Background: an optimization exercise with open tools, aiming at small area, a short achievable clock period and few clock cycles. Do not read the settings as production practice.
Only simulation tests tie the RTL to the original design; equivalence was not proved.

== run A ==
==> flow/design.v (excerpt) <==
module Milestone_1 (
   input  logic            Clock_50,
   input  logic            Resetn,
   input  logic            Initialize,
   input  logic   [15:0]   SRAM_read_data,
   output logic   [17:0]   SRAM_address,
   output logic   [15:0]   SRAM_write_data,
   output logic            SRAM_we_n,
   output logic            sim_done
);
==> flow/config.mk <==
export PLATFORM = sky130hd
export DESIGN_NAME = Milestone_1
export DESIGN_NICKNAME = Milestone_1
export VERILOG_FILES = /design/flow/design.v
export SDC_FILE = /design/flow/constraint.sdc
export NUM_CORES = 4
export LEC_CHECK = 0
export CAP_MARGIN = 20
export CORE_MARGIN = 2
export CORE_UTILIZATION = 40
export SLEW_MARGIN = 20
==> flow/constraint.sdc <==
create_clock -name core_clock -period 14.0 [get_ports {Clock_50}]
set_input_delay 2.8000 -clock core_clock [delete_from_list [all_inputs] [get_ports {Clock_50}]]
set_output_delay 2.8000 -clock core_clock [all_outputs]
set_load 0.01 [all_outputs]
standard.sh (not shown) runs the stock make flow with config.mk's settings and CLKGATE_MAP_FILE= SYNTH_SCRIPT=/design/flow/synth_recipe.tcl, a recipe that flattens the netlist after the stock synthesis.
==> flow/flow/run.sh <==
#!/bin/bash
# Standard ORFS layout through the standard.sh, with two changes to how
# the layout is made:
#  - synthesis is the standard script with Yosys's quick ABC pass in
#    `synth` skipped (-noabc), so the full adders extract_fa finds keep the
#    polarity they are written with; registers are unchanged;
#  - OpenROAD's timing repair aims for a larger setup margin, so that repair
#    works the design's paths below the 14 ns constraint.
# The SDC is unchanged. make's output goes to flow_make.log.
set -euo pipefail
MARGIN=$(cat flow/setup_margin.txt)
sed 's/yosys synth -nofsm -noshare /yosys synth -nofsm -noshare -noabc /' synth_recipe.tcl > flow_synth.tcl
grep -q -- '-noabc' flow_synth.tcl
bash standard.sh SYNTH_SCRIPT="$PWD/flow_synth.tcl" SETUP_SLACK_MARGIN=$MARGIN finish > flow_make.log 2>&1
==> flow/flow/setup_margin.txt <==
9
Testbench counts of run A, summed over its fixed seeds: cycles 774,748.
## Diff of input files: run B against run A
==> flow/flow/run.sh <==
#!/bin/bash
# Standard ORFS layout (the standard.sh, standard synthesis script) with a
# larger setup margin for OpenROAD's timing repair, so that repair works the
# design's own paths below the 14 ns constraint. The SDC is unchanged.
set -euo pipefail
MARGIN=$(cat flow/setup_margin.txt)
bash standard.sh SETUP_SLACK_MARGIN=$MARGIN finish > flow_make.log 2>&1
==> flow/flow/setup_margin.txt <==
9.5
==> run summary <==
- From run A to run B the numbers moved as follows: HPWL after detailed placement fell by 0.69%.
- Run B vs run A — multi-input gate share of the layout cell area dropped 2.5 points.
diff inputs: run B => run C
==> flow/flow/setup_margin.txt <==
9
### Flow results
- Timing, DRC, antenna: 0 failures across run C and run B
- Worst hold margin: run C vs run B — no meaningful difference
- Going from run B to run C, number of clock buffers in the layout shrank by more than 10%.
- Comparing run B against run C, there is no change at all in sequential cell count.
- On non-clock inverter total of the final layout, run C and run B are basically level.
- Of the two values seen for endpoint of the worst setup timing path, xa1[7]$_DFF_P_ was produced by run C and xa1[9]$_DFF_P_ by run B.
- Number of core rows: run B vs run C — no meaningful difference
- [compare] base=run B new=run C: final design instance area without fill saw a decrease.
- Run C leaves less setup margin than run B.


Another version of the RTL of Milestone_1 (not shown whole).
Size in the first run: about 260 flip-flops, ~55 I/O pins.
export LEC_CHECK = 0
export CAP_MARGIN = 20
export CORE_MARGIN = 2
export CORE_UTILIZATION = 40
export SLEW_MARGIN = 20
create_clock -name core_clock -period 14.0 [get_ports {Clock_50}]
==> flow/flow/run.sh <==
#!/bin/bash
# Standard ORFS layout (the standard.sh, standard synthesis script) with a
# larger setup margin for OpenROAD's timing repair, so that repair works the
# design's own paths below the 14 ns constraint. The SDC is unchanged.
set -euo pipefail
MARGIN=$(cat flow/setup_margin.txt)
bash standard.sh SETUP_SLACK_MARGIN=$MARGIN finish > flow_make.log 2>&1
==> flow/flow/setup_margin.txt <==
7
The first run completed without violations.
Testbench counts at the start, summed over its fixed seeds: cycles 776,644.
Next try:
==> flow/run.sh (new file) <==
#!/bin/bash
# synth_recipe.tcl (not shown) runs the flow's synth.tcl, then flattens the netlist and writes it again
# the make line also repeats each setting of config.mk as NAME=value (left out here)
make -C /OpenROAD-flow-scripts/flow DESIGN_CONFIG=/design/flow/config.mk WORK_HOME=/design/flow/orfs CLKGATE_MAP_FILE= SYNTH_SCRIPT=/design/flow/synth_recipe.tcl finish
ABC_CLOCK_PERIOD_IN_PS = 4000   (was unset)
SETUP_SLACK_MARGIN = 5   (was unset)
removed: flow/flow/run.sh
removed: flow/flow/setup_margin.txt
removed: flow/standard.sh
Effect: Routed wire length falls by 0.86%. Core utilization falls by 0.19 points. Clock skew stays flat.
Next try:
ABC_CLOCK_PERIOD_IN_PS = unset   (was 4000)
SETUP_SLACK_MARGIN = unset   (was 5)
- The new run passed the timing, design-rule and antenna checks
- non-clock buffer count is unchanged
- final area does not change
- worst setup slack stays the same


Setup of run 1:
Milestone_1, a different RTL version from the one above (not shown whole).
Size in the first run: roughly 300 flip-flops, about 55 I/O pins, roughly 22,000 µm² of cells after synthesis.
## Milestone_1
module Milestone_1 (
   input  logic            Clock_50,
   input  logic            Resetn,
   input  logic            Initialize,
   input  logic   [15:0]   SRAM_read_data,
   output logic   [17:0]   SRAM_address,
   output logic   [15:0]   SRAM_write_data,
   output logic            SRAM_we_n,
   output logic            sim_done
);
logic        busy;          
logic        pro;           
logic [3:0]  pcnt;          
logic [4:0]  ph;            
logic        wpend;         
logic [7:0]  pcol;          
logic [15:0] y_addr;
logic [17:0] w_addr;
logic [15:0] yreg;          
logic [7:0]  uw [0:5];      
logic [7:0]  vw [0:5];      
logic [15:0] upend;         
logic [7:0]  vhold;         
logic [10:0] f1;            
logic [9:0]  f2;            
logic [7:0]  f3;
wire c0 = ph[0];
wire c1 = ph[1];
wire c2 = ph[2];
wire c3 = ph[3];
wire c4 = ph[4];
wire podd = pcol[0];
wire tail = (pcol >= 8'd156);       
wire last_col = (pcol == 8'd159);
wire [7:0] xy = c2 ? yreg[15:8] : yreg[7:0];
wire [7:0] xx = c2 ? vw[2] : f2[7:0];
wire [10:0] xa0_d, xa1_d;
wire xac_d;
m1_unit_x ux (.sr(c2 | c3), .sb(c4), .sfv(c0), .sfu(c1), .y(xy), .x(xx),
              .v0(vw[0]), .v1(vw[1]), .v2(vw[2]), .v3(vw[3]), .v4(vw[4]), .v5(vw[5]),
              .u0(uw[0]), .u1(uw[1]), .u2(uw[2]), .u3(uw[3]), .u4(uw[4]), .u5(uw[5]),
              .o0(xa0_d), .o1(xa1_d), .oc(xac_d));
wire [7:0] gy = c4 ? yreg[7:0] : yreg[15:8];
wire [9:0] gu = c4 ? {f2[9:8] & {2{pcol != 8'd0}}, f2[7:0]} : {2'b00, uw[2]};
wire [7:0] gv = c4 ? f3 : c3 ? 8'd128 : vw[2];
wire [10:0] ga0_d, ga1_d;
wire gac_d;
m1_unit_gb ug (.s(c3), .y(gy), .u(gu), .v(gv), .o0(ga0_d), .o1(ga1_d), .oc(gac_d));
logic [10:0] xa0, xa1, ga0, ga1;
logic        xac, gac;
wire [10:0] xo = xa0 + xa1 + {10'd0, xac};
wire [10:0] go = ga0 + ga1 + {10'd0, gac};
function automatic [7:0] sat(input [10:0] o);
   sat = ~o[10] ? 8'd0 : (|o[9:8]) ? 8'hff : o[7:0];
endfunction
wire [7:0] xsat = sat(xo);
wire [7:0] gsat = sat(go);
logic [1:0] usrc, vsrc;
logic ush, vsh, upend_ld;
always_comb begin
   if (pro) begin
      ush = 1'b0; vsh = 1'b0; upend_ld = 1'b0;
      usrc = 2'd3; vsrc = 2'd2;
      case (pcnt)
         4'd2: begin vsh = 1'b1; vsrc = 2'd0; end
         4'd3: begin vsh = 1'b1; ush = 1'b1; usrc = 2'd0; upend_ld = 1'b1; end
  ...
==> flow/config.mk <==
export PLATFORM = sky130hd
export DESIGN_NAME = Milestone_1
export DESIGN_NICKNAME = Milestone_1
export VERILOG_FILES = /design/flow/design.v
export SDC_FILE = /design/flow/constraint.sdc
export NUM_CORES = 4
export LEC_CHECK = 0
export CAP_MARGIN = 20
export CORE_MARGIN = 2
export CORE_UTILIZATION = 40
export SLEW_MARGIN = 20
==> flow/constraint.sdc <==
create_clock -name core_clock -period 14.0 [get_ports {Clock_50}]
set_input_delay 2.8000 -clock core_clock [delete_from_list [all_inputs] [get_ports {Clock_50}]]
set_output_delay 2.8000 -clock core_clock [all_outputs]
set_load 0.01 [all_outputs]
==> flow/flow/run.sh <==
#!/bin/bash
# Standard ORFS layout (the standard.sh, standard synthesis script) with a
# larger setup margin for OpenROAD's timing repair, so that repair works the
# design's own paths below the 14 ns constraint. The SDC is unchanged.
set -euo pipefail
MARGIN=$(cat flow/setup_margin.txt)
bash standard.sh SETUP_SLACK_MARGIN=$MARGIN finish > flow_make.log 2>&1
==> flow/flow/setup_margin.txt <==
9.5
Testbench counts of run 1, summed over its fixed seeds: cycles 774,748.
## Diff of input files: run 2 against run 1
Settings: a change of CORE_UTILIZATION from 40 to 55.
==> flow/flow/run.sh <==
#!/bin/bash
# Standard ORFS layout through the standard.sh, with two changes to how
# the layout is made:
#  - synthesis is the standard script with Yosys's quick ABC pass in
#    `synth` skipped (-noabc), so the full adders extract_fa finds keep the
#    polarity they are written with; registers are unchanged;
#  - OpenROAD's timing repair aims for a larger setup margin, so that repair
#    works the design's paths below the 14 ns constraint.
# The SDC is unchanged. make's output goes to flow_make.log.
set -euo pipefail
MARGIN=$(cat flow/setup_margin.txt)
sed 's/yosys synth -nofsm -noshare /yosys synth -nofsm -noshare -noabc /' synth_recipe.tcl > flow_synth.tcl
grep -q -- '-noabc' flow_synth.tcl
bash standard.sh SYNTH_SCRIPT="$PWD/flow_synth.tcl" SETUP_SLACK_MARGIN=$MARGIN finish > flow_make.log 2>&1
==> flow/flow/setup_margin.txt <==
9
- Run 1 | stages: all done | timing, DRC, antenna: all pass
- Run 2 finished every stage and its layout cleared the timing, design-rule and antenna checks.
- Run 2 against run 1; vertical extent of the die is down by more than 10%.
- Lower overall fraction of global-route tracks in use among run 1 and run 2: run 1
- Per the comparison of run 2 with run 1, site row count down 14; count of clock buffers in the final design down 3; overall die area down 30%; multi-input combinational gate total down 4.0%.
- Count of hold buffers inserted by post-cts repair essentially unchanged between run 2 and run 1.
- Against run 1, run 2 reports a setup slack that is lower.
- Utilization is higher on run 2
- Sort run 1 and run 2 by fraction of met1 tracks used by global routing asc -> top: run 1
Inputs modified between run 2 and run 3:
Settings: CORE_UTILIZATION now 40, was 55.
### Flow results
Diff run 2 -> run 3: final design utilization shrank by 17 points; maximum frequency from static timing analysis grew by about 1%.
Relative to run 3, the following input files were edited for run 4:
==> flow/flow/run.sh <==
#!/bin/bash
# Standard ORFS layout (the standard.sh, standard synthesis script) with a
# larger setup margin for OpenROAD's timing repair, so that repair works the
# design's own paths below the 14 ns constraint. The SDC is unchanged.
set -euo pipefail
MARGIN=$(cat flow/setup_margin.txt)
bash standard.sh SETUP_SLACK_MARGIN=$MARGIN finish > flow_make.log 2>&1
Notes after the runs:
Run 4 ended with every stage complete and zero timing, DRC or antenna violations.
Run 3 and run 4 ended up with nearly the same global-route usage.
Summary of run 4 over run 3: combined area of all synthesized cells shows an increase of about 4.5%, number of global-route vias before repair shows an increase of about 7%, maximum frequency shows an increase of 6.6 MHz, core utilization shows a reduction of 0.18 points.
Summary — post-layout instance count excluding filler cells, run 4 relative to run 3: higher, by 253.
Wire length of run 4 exceeds that of run 3 by a few percent.


Another version of the RTL of Milestone_1 (not shown whole).
For scale: roughly 320 flip-flops, ~55 I/O pins.
Settings: LEC_CHECK=0, CAP_MARGIN=20, CORE_MARGIN=2, CORE_UTILIZATION=40, SLEW_MARGIN=20; clock period 14.0 ns.
==> flow/flow/run.sh <==
#!/bin/bash
# Standard ORFS layout (the standard.sh, standard synthesis script) with a
# larger setup margin for OpenROAD's timing repair, so that repair works the
# design's own paths below the 14 ns constraint. The SDC is unchanged.
set -euo pipefail
MARGIN=$(cat flow/setup_margin.txt)
bash standard.sh SETUP_SLACK_MARGIN=$MARGIN finish > flow_make.log 2>&1
==> flow/flow/setup_margin.txt <==
9
Testbench counts at the start, summed over its fixed seeds: cycles 776,648.
Then changed:
==> flow/run.sh (new file) <==
#!/bin/bash
# synth_recipe.tcl (not shown) runs the flow's synth.tcl, then flattens the netlist and writes it again
# the make line also repeats each setting of config.mk as NAME=value (left out here)
make -C /OpenROAD-flow-scripts/flow DESIGN_CONFIG=/design/flow/config.mk WORK_HOME=/design/flow/orfs CLKGATE_MAP_FILE= SYNTH_SCRIPT=/design/flow/synth_recipe.tcl finish
removed: flow/flow/run.sh
removed: flow/flow/setup_margin.txt
removed: flow/standard.sh
=> The new run completed with no timing, DRC or antenna violations. Die area does not change. Non-clock buffer count went down by 70. Sequential share of layout area went up by 1.4 points. Synthesized area is unchanged. Clock-buffer cell count went down by 8. Design area went down by 4.8%.


== before ==
Another version of the RTL of Milestone_1 (not shown whole).
Size: ~2700 cells after synthesis, about 310 flip-flops, roughly 0.024 sq mm of cells after synthesis.
==> flow/config.mk <==
export PLATFORM = sky130hd
export DESIGN_NAME = Milestone_1
export DESIGN_NICKNAME = Milestone_1
export VERILOG_FILES = /design/flow/design.v
export SDC_FILE = /design/flow/constraint.sdc
export NUM_CORES = 4
export LEC_CHECK = 0
export CAP_MARGIN = 20
export CORE_MARGIN = 2
export CORE_UTILIZATION = 40
export SLEW_MARGIN = 20
==> flow/constraint.sdc <==
create_clock -name core_clock -period 14.0 [get_ports {Clock_50}]
set_input_delay 2.8000 -clock core_clock [delete_from_list [all_inputs] [get_ports {Clock_50}]]
set_output_delay 2.8000 -clock core_clock [all_outputs]
set_load 0.01 [all_outputs]
==> flow/flow/run.sh <==
#!/bin/bash
# Standard ORFS layout (the standard.sh, standard synthesis script) with
# two changes to how the layout is made: synthesis leaves the adders to ABC
# (no full-adder cell extraction), and OpenROAD's timing repair aims for a
# larger setup margin, so that repair works the design's own paths below the
# 14 ns constraint. The SDC is unchanged. make's output goes to flow_make.log.
set -euo pipefail
MARGIN=$(cat flow/setup_margin.txt)
bash standard.sh ADDER_MAP_FILE= SETUP_SLACK_MARGIN=$MARGIN finish > flow_make.log 2>&1
==> flow/flow/setup_margin.txt <==
9
Testbench counts of before, summed over its fixed seeds: cycles 774,748.
> inputs changed (before -> after)
==> flow/flow/run.sh <==
#!/bin/bash
# Standard ORFS layout (the standard.sh, standard synthesis script) with a
# larger setup margin for OpenROAD's timing repair, so that repair works the
# design's own paths below the 14 ns constraint. The SDC is unchanged.
set -euo pipefail
MARGIN=$(cat flow/setup_margin.txt)
bash standard.sh SETUP_SLACK_MARGIN=$MARGIN finish > flow_make.log 2>&1
[summary]
- after against before: hold slack neither gained nor lost much.

==> separate check: timing with driven ports <==
Ports are ideal in the flow. The routed layouts listed here were re-timed in OpenROAD.
Step 1 sets driving cells, clkbuf_16 on the clock port and buf_2 on the other inputs (assumed; they add their load-dependent delay and slew).
Step 2 times the ports against the registers' clock, not the clock port: input delays grow and output delays shrink by t, the midpoint of the rising clock arrivals with the driver on.
Three values: no drivers, after step 1, after step 2; two values: the first two.
run	t, ns	slack for setup (ns)	worst data-port slew with drivers (ns)
run A	0.607	9.138 / 9.138 / 9.138	0.03
run B	0.626	9.384 / 9.384 / 9.274	0.03
run C	0.620	9.141 / 9.141 / 9.140	0.03
the first run of note 2	0.637	7.344 / 7.344 / 7.344	0.10
the second run of note 2	0.635	6.627 / 6.627 / 6.627	0.11
the third run of note 2	0.635	6.627 / 6.627 / 6.627	0.11
run 1	0.611	8.937 / 8.937 / 8.937	0.05
run 2	0.599	8.594 / 8.594 / 8.594	0.03
run 3	0.597	8.648 / 8.648 / 8.648	0.04
run 4	0.613	8.830 / 8.830 / 8.830	0.03
the first run of note 4	0.615	8.583 / 8.583 / 8.583	0.03
the second run of note 4	0.625	7.657 / 7.657 / 7.657	0.03
before	0.623	9.104 / 9.104 / 9.104	0.03
after	0.605	9.069 / 9.069 / 9.069	0.05
After both steps setup and hold are still met in every run listed. For run B, which loses most, drivers alone change the setup slack by 0.000 ns; drivers and shift together by -0.110 ns.
